Source: an optimization exercise on an open RTL-to-GDS flow (aim: small area). Production flows keep margins and buffers that such runs may drop.
RTL that was checked went through simulation tests only; none was proved equivalent to the original.
The clock port is modelled as an ideal driver; clocking choices that lean on that would not hold on a real chip.
Power is estimated from default activity; no workload was simulated.

## job 7748
// spi_verilog
module spi_verilog
#( parameter CLK_FREQ    = 100000000,
   parameter WORD_LENGTH =        32,
   parameter SPICLK_FREQ =  25000000
)
( input wire clk,
  input wire reset,
  output wire cs,
  output reg  mosi_1,
  input  wire miso_1,
  output reg  mosi_2,
  input  wire miso_2,
  output wire sclk,
  input  wire data_in_v,
  output wire ready_out,
  output wire data_out_v,
  input  wire [WORD_LENGTH-1:0] data_in_1,
  input  wire [WORD_LENGTH-1:0] data_in_2,
  output wire [WORD_LENGTH-1:0] data_out_1,
  output wire [WORD_LENGTH-1:0] data_out_2
);
Settings: LEC_CHECK=0, CAP_MARGIN=0, CORE_MARGIN=2, CORE_UTILIZATION=40, PLACE_DENSITY=0.6, SLEW_MARGIN=0, SYNTH_HIERARCHICAL=1, SYNTH_MINIMUM_KEEP_SIZE=0; clock period 10.0 ns.
standard.sh (not shown) runs the stock make flow with config.mk's settings and CLKGATE_MAP_FILE= SYNTH_SCRIPT=/design/flow/synth_recipe.tcl, a recipe that flattens the netlist after the stock synthesis.
==> flow/flow/run.sh <==
#!/bin/bash
# Standard ORFS layout, with the port buffers made from the smallest buffer
# cell and a clock tree of small clock buffers without dummy loads.
bash standard.sh "BUFFER_PORTS_ARGS=-buffer_cell sky130_fd_sc_hd__buf_1" \
  "CTS_ARGS=-sink_clustering_enable -repair_clock_nets -root_buf sky130_fd_sc_hd__clkbuf_8 -buf_list sky130_fd_sc_hd__clkbuf_4 -dont_use_dummy_load" \
  finish > flow_make.log 2>&1
Input changes introduced in job 4296 (baseline for comparison: job 7748):
diff --git a/flow/config.mk b/flow/config.mk
--- a/flow/config.mk
+++ b/flow/config.mk
@@ -8 +8 @@
-export CAP_MARGIN = 0
+export CAP_MARGIN = 20
@@ -12 +12 @@
-export SLEW_MARGIN = 0
+export SLEW_MARGIN = 20
Any difference in combinational fraction of design power between job 4296 and job 7748 is small enough to ignore.
As far as count of inverters other than clock inverters in the layout goes, job 7748 and job 4296 are indistinguishable; the numbers are identical.
Re routed wire length per instance: no difference whatsoever between job 4296 and job 7748.
Diff job 7748..job 4296 | fraction of registers with async set/reset | unchanged
Reported for job 4296 and job 7748, number of antenna violations at the first check in global routing turned out identical to the last digit.
Job 7748 → job 4296: slew at the pin closest to its max-slew limit ~0 delta; final net count ~0 delta; logic depth of the worst setup path including buffers ~0 delta; average instance area after synthesis ~0 delta.
Reported for job 4296 and job 7748, maximum achievable frequency turned out identical to the last digit.
Depth of the worst register-to-register path: job 4296 vs job 7748, no meaningful difference
What job 6148 does differently from job 4296 at the input level:
==> flow/flow/run.sh <==
#!/bin/bash
# Layout flow: the standard ORFS flow (standard.sh, unchanged synthesis),
# with two placement/CTS choices passed to make:
#  - port buffers use the smallest buffer cell (buf_1) instead of the default;
#  - the clock tree uses clkbuf_8 at the root, clkbuf_4 below, no dummy loads.
# make's full output goes to flow_make.log; ORFS writes each step's own log
# under orfs/logs/.
set -euo pipefail
bash standard.sh \
  "BUFFER_PORTS_ARGS=-buffer_cell sky130_fd_sc_hd__buf_1" \
  "CTS_ARGS=-sink_clustering_enable -repair_clock_nets -root_buf sky130_fd_sc_hd__clkbuf_4 -buf_list sky130_fd_sc_hd__clkbuf_4 -dont_use_dummy_load -sink_clustering_size 8 -sink_clustering_max_diameter 60" \
  finish > flow_make.log 2>&1
==> run notes <==
Job 6148 vs job 4296: post-route cell area down slightly
Sort job 6148 and job 4296 by number of fill cells in the layout, ascending, and job 4296 comes first.
Looking at worst setup slack across job 6148 and job 4296, the one that comes out lower is job 6148.
Met2 capacity usage during global routing essentially unchanged between job 6148 and job 4296.
The following lists how job 2171 was set up differently from job 6148:
diff --git a/flow/flow/run.sh b/flow/flow/run.sh
--- a/flow/flow/run.sh
+++ b/flow/flow/run.sh
@@ -11 +11 @@
-  "CTS_ARGS=-sink_clustering_enable -repair_clock_nets -root_buf sky130_fd_sc_hd__clkbuf_4 -buf_list sky130_fd_sc_hd__clkbuf_4 -dont_use_dummy_load -sink_clustering_size 8 -sink_clustering_max_diameter 60" \
+  "CTS_ARGS=-sink_clustering_enable -repair_clock_nets -root_buf sky130_fd_sc_hd__clkbuf_8 -buf_list sky130_fd_sc_hd__clkbuf_4 -dont_use_dummy_load" \
[summary]
Job 2171 reached the end of the flow, and the finished layout is clean on the timing, design-rule and antenna checks.
[job 2171] clock share of power rose 3.2 points relative to job 6148
The wire length reported for job 2171 is smaller than that of job 6148 by 1.4%.
Compared with job 6148, job 2171 shows a via count that is about 1.4% lower.
In the metrics for job 2171 and job 6148, the one carrying the lower relative contribution of sequential cells to total power is job 2171.
Job 2171: met3 demand-to-capacity share in global routing higher than job 6148
Job 6148 and job 2171 ended up with roughly the same global-route wire length before repair.
Cell depth of the worst setup path came out exactly the same in job 2171 and job 6148.
Of job 2171 and job 6148, the lower area added between synthesis and finish belongs to job 6148.

* * *

Another version of the RTL of spi_verilog (not shown whole).
Size in the first run: ~260 cells after synthesis, ~140 I/O pins.
==> flow/config.mk <==
export PLATFORM = sky130hd
export DESIGN_NAME = spi_verilog
export DESIGN_NICKNAME = spi_verilog
export VERILOG_FILES = /design/flow/design.v
export SDC_FILE = /design/flow/constraint.sdc
export NUM_CORES = 4
export LEC_CHECK = 0
export CAP_MARGIN = 20
export CORE_MARGIN = 2
export CORE_UTILIZATION = 40
export PLACE_DENSITY = 0.6
export SLEW_MARGIN = 20
export SYNTH_HIERARCHICAL = 1
export SYNTH_MINIMUM_KEEP_SIZE = 0
==> flow/constraint.sdc <==
create_clock -name core_clock -period 10.0 [get_ports {clk}]
set_input_delay 2.0000 -clock core_clock [delete_from_list [all_inputs] [get_ports {clk}]]
set_output_delay 2.0000 -clock core_clock [all_outputs]
set_load 0.01 [all_outputs]
==> flow/flow/run.sh <==
#!/bin/bash
# Layout flow: the standard ORFS flow (standard.sh, unchanged synthesis),
# with these choices passed to make:
#  - port buffers use the smallest buffer cell (buf_1) instead of the default;
#  - the clock tree is built from clkbuf_4 without dummy loads, and a
#    POST_CTS hook (flow/post_cts.tcl) upsizes to clkbuf_8 the leaf buffers
#    whose flip-flop clock pins would see more than 100 ps of slew.
# make's full output goes to flow_make.log; ORFS writes each step's own log
# under orfs/logs/.
set -euo pipefail
here=$(pwd)
bash standard.sh \
  "BUFFER_PORTS_ARGS=-buffer_cell sky130_fd_sc_hd__buf_1" \
  "CTS_ARGS=-sink_clustering_enable -repair_clock_nets -root_buf sky130_fd_sc_hd__clkbuf_4 -buf_list sky130_fd_sc_hd__clkbuf_4 -dont_use_dummy_load" \
  "POST_CTS_TCL=$here/flow/post_cts.tcl" \
  finish > flow_make.log 2>&1
==> flow/flow/post_cts.tcl <==
# POST_CTS hook: upsize the clock tree's leaf buffers (clkbuf_4 from CTS)
# whose flip-flop clock pins see a slew above a threshold to clkbuf_8, then
# legalize the placement again.
set thr [expr {[info exists ::env(CLK_UPSIZE_PS)] ? $::env(CLK_UPSIZE_PS) : 100}]
set block [ord::get_db_block]
set big [[ord::get_db] findMaster sky130_fd_sc_hd__clkbuf_8]
estimate_parasitics -placement
set n 0
foreach inst [$block getInsts] {
  if {[[$inst getMaster] getName] ne "sky130_fd_sc_hd__clkbuf_4"} { continue }
  set out [[$inst findITerm X] getNet]
  set worst 0
  foreach it [$out getITerms] {
    if {[$it getInst] == $inst} { continue }
    if {[[$it getMTerm] getName] ne "CLK"} { continue }
    set pin [get_pins [[$it getInst] getName]/CLK]
    foreach p {slew_max_rise slew_max_fall} {
      set s [expr {1000.0 * [get_property $pin $p]}]
      if {$s > $worst} { set worst $s }
    }
  }
  puts "clock leaf [$inst getName]: worst flip-flop clock slew $worst ps"
  if {$worst > $thr} {
    $inst swapMaster $big
    incr n
  }
}
puts "upsized $n clock buffers to clkbuf_8"
if {$n > 0} {
  detailed_placement
  check_placement -verbose
  estimate_parasitics -placement
}
Rerun with:
--- a/flow/config.mk
+++ b/flow/config.mk
@@ -8,6 +8,6 @@
 export CAP_MARGIN = 20
 export CORE_MARGIN = 2
-export CORE_UTILIZATION = 40
-export PLACE_DENSITY = 0.6
+export CORE_UTILIZATION = 55
+export PLACE_DENSITY = 0.7
 export SLEW_MARGIN = 20
 export SYNTH_HIERARCHICAL = 1
What happened:
- The new run went through all stages and came out clean
- first-iteration DRC count grows by 6.1%
- worst setup slack gets better by 0.011 ns
- non-clock buffer count is unchanged
- wire length goes down by 1.5%
- clock power came out higher by about 7%
- die area decreases by about 26%
- critical path depth stays the same
- final area decreases by 0.77%
Rerun with:
--- a/flow/config.mk
+++ b/flow/config.mk
@@ -8,6 +8,6 @@
 export CAP_MARGIN = 20
 export CORE_MARGIN = 2
-export CORE_UTILIZATION = 55
-export PLACE_DENSITY = 0.7
+export CORE_UTILIZATION = 70
+export PLACE_DENSITY = 0.85
 export SLEW_MARGIN = 20
 export SYNTH_HIERARCHICAL = 1
Result:
- The new run completed with no timing, DRC or antenna violations
- wire length came out higher by 2.1%
- core utilization came out higher by 18 points
- non-clock buffer count does not change
- design area came out lower by 0.56%
- clock-buffer cell count is unchanged
- power came out higher by about 0.8%
- fmax came out higher by about 16%
- via count came out higher by about 1%
- synthesized cell count is unchanged
- setup slack improves by 0.55 ns
Rerun with:
==> flow/flow/run.sh (replaced) <==
#!/bin/bash
# Layout flow: the standard ORFS flow (standard.sh, unchanged synthesis),
# with two placement/CTS choices passed to make:
#  - port buffers use the smallest buffer cell (buf_1) instead of the default;
#  - the clock tree uses clkbuf_8 at the root, clkbuf_4 below, no dummy loads.
# make's full output goes to flow_make.log; ORFS writes each step's own log
# under orfs/logs/.
set -euo pipefail
bash standard.sh \
  "BUFFER_PORTS_ARGS=-buffer_cell sky130_fd_sc_hd__buf_1" \
  "CTS_ARGS=-sink_clustering_enable -repair_clock_nets -root_buf sky130_fd_sc_hd__clkbuf_8 -buf_list sky130_fd_sc_hd__clkbuf_4 -dont_use_dummy_load" \
  finish > flow_make.log 2>&1
--- a/flow/config.mk
+++ b/flow/config.mk
@@ -8,6 +8,6 @@
 export CAP_MARGIN = 20
 export CORE_MARGIN = 2
-export CORE_UTILIZATION = 70
-export PLACE_DENSITY = 0.85
+export CORE_UTILIZATION = 40
+export PLACE_DENSITY = 0.6
 export SLEW_MARGIN = 20
 export SYNTH_HIERARCHICAL = 1
removed: flow/flow/post_cts.tcl
Effect: The new run ran to the end with no violations; register-to-register slack is better by 0.09 ns; clock-buffer cell count does not change; via count falls by 1.1%; final cell count rises by 11%; worst hold slack gets better by 0.026 ns; power grows by 1.5%.

* * *

red:
Another version of the RTL of spi_verilog (not shown whole).
Size in the first run: roughly 500 cells after synthesis, ~74 flip-flops, about 4400 um2 of cells after synthesis.
Design spi_verilog, start of the top module:
module spi_verilog
#( parameter CLK_FREQ    = 100000000,
   parameter WORD_LENGTH =        32,
   parameter SPICLK_FREQ =  25000000
)
( input wire clk,
  input wire reset,
  output wire cs,
  output reg  mosi_1,
  input  wire miso_1,
  output reg  mosi_2,
  input  wire miso_2,
  output wire sclk,
  input  wire data_in_v,
  output wire ready_out,
  output wire data_out_v,
  input  wire [WORD_LENGTH-1:0] data_in_1,
  input  wire [WORD_LENGTH-1:0] data_in_2,
  output wire [WORD_LENGTH-1:0] data_out_1,
  output wire [WORD_LENGTH-1:0] data_out_2
);
Settings: LEC_CHECK=0, CAP_MARGIN=20, CORE_MARGIN=2, CORE_UTILIZATION=40, PLACE_DENSITY=0.6, SLEW_MARGIN=20; clock period 10.0 ns.
==> flow/flow/run.sh <==
#!/bin/bash
# Standard ORFS layout, with the port buffers made from the smallest buffer
# cell and a clock tree of small clock buffers without dummy loads.
bash standard.sh "BUFFER_PORTS_ARGS=-buffer_cell sky130_fd_sc_hd__buf_1" \
  "CTS_ARGS=-sink_clustering_enable -repair_clock_nets -root_buf sky130_fd_sc_hd__clkbuf_8 -buf_list sky130_fd_sc_hd__clkbuf_4 -dont_use_dummy_load" \
  finish > flow_make.log 2>&1
red reached the end of the flow, and the finished layout is clean on the timing, design-rule and antenna checks.
Inputs modified between red and blue:
- putting SYNTH_MINIMUM_KEEP_SIZE at 0 where nothing was set
- putting SYNTH_HIERARCHICAL at 1 where nothing was set
[summary]
- Diff red -> blue: synthesized area shrank by about 35%; wire length after detailed routing now sits lower.
- blue vs red: average cell area after synthesis up by more than 10%
- blue vs. red: core area lost about 34%; worst setup slack lost 0.12 ns; core utilization of the finished layout picked up an extra 2.8 points.
- Taking red as the reference, in blue net count of the finished layout decreased by 30% relative to the old numbers; switching power as a share of total power now sits lower; hold slack level; post-synthesis register bit count closely matched the old numbers; met3 wire length fell 380 um.
Function was not checked in any run of this note: the RTL went through the layout flow alone.

## port drivers added, routing unchanged
How much do the figures lean on ideal ports? The routed layouts below were timed once more, with nothing changed but the port constraints. Step 1, drivers: a clkbuf_16 drives clk and a buf_2 each remaining input, both assumed. Step 2 adds t to the input delays and takes it off the output delays; t is the mean of the earliest and latest rising clock arrival at the registers after step 1. Input paths then give back, and output paths get back, about the clock's delay inside the block. a / b / c = no drivers / after step 1 / after step 2; a / b = the first two.
run	shift t [ns]	setup WS [ns]	worst register clock-pin slew, ns	worst data-port slew with drivers (ns)
job 7748	0.352	6.506 / 6.477 / 6.829	0.07 / 0.07	0.04
job 4296	0.352	6.506 / 6.477 / 6.829	0.07 / 0.07	0.04
job 6148	0.413	6.441 / 6.415 / 6.828	0.12 / 0.12	0.04
job 2171	0.352	6.506 / 6.477 / 6.829	0.07 / 0.07	0.04
the first run of note 2	0.399	5.921 / 5.893 / 6.293	0.09 / 0.09	0.05
the second run of note 2	0.413	5.932 / 5.906 / 6.319	0.09 / 0.09	0.04
the third run of note 2	0.422	6.487 / 6.461 / 6.883	0.09 / 0.09	0.05
the fourth run of note 2	0.355	6.012 / 5.983 / 6.339	0.08 / 0.08	0.05
red	0.370	5.738 / 5.704 / 6.075	0.08 / 0.08	0.05
blue	0.358	5.623 / 5.593 / 5.951	0.07 / 0.07	0.05
After both steps every run listed still meets setup and hold.
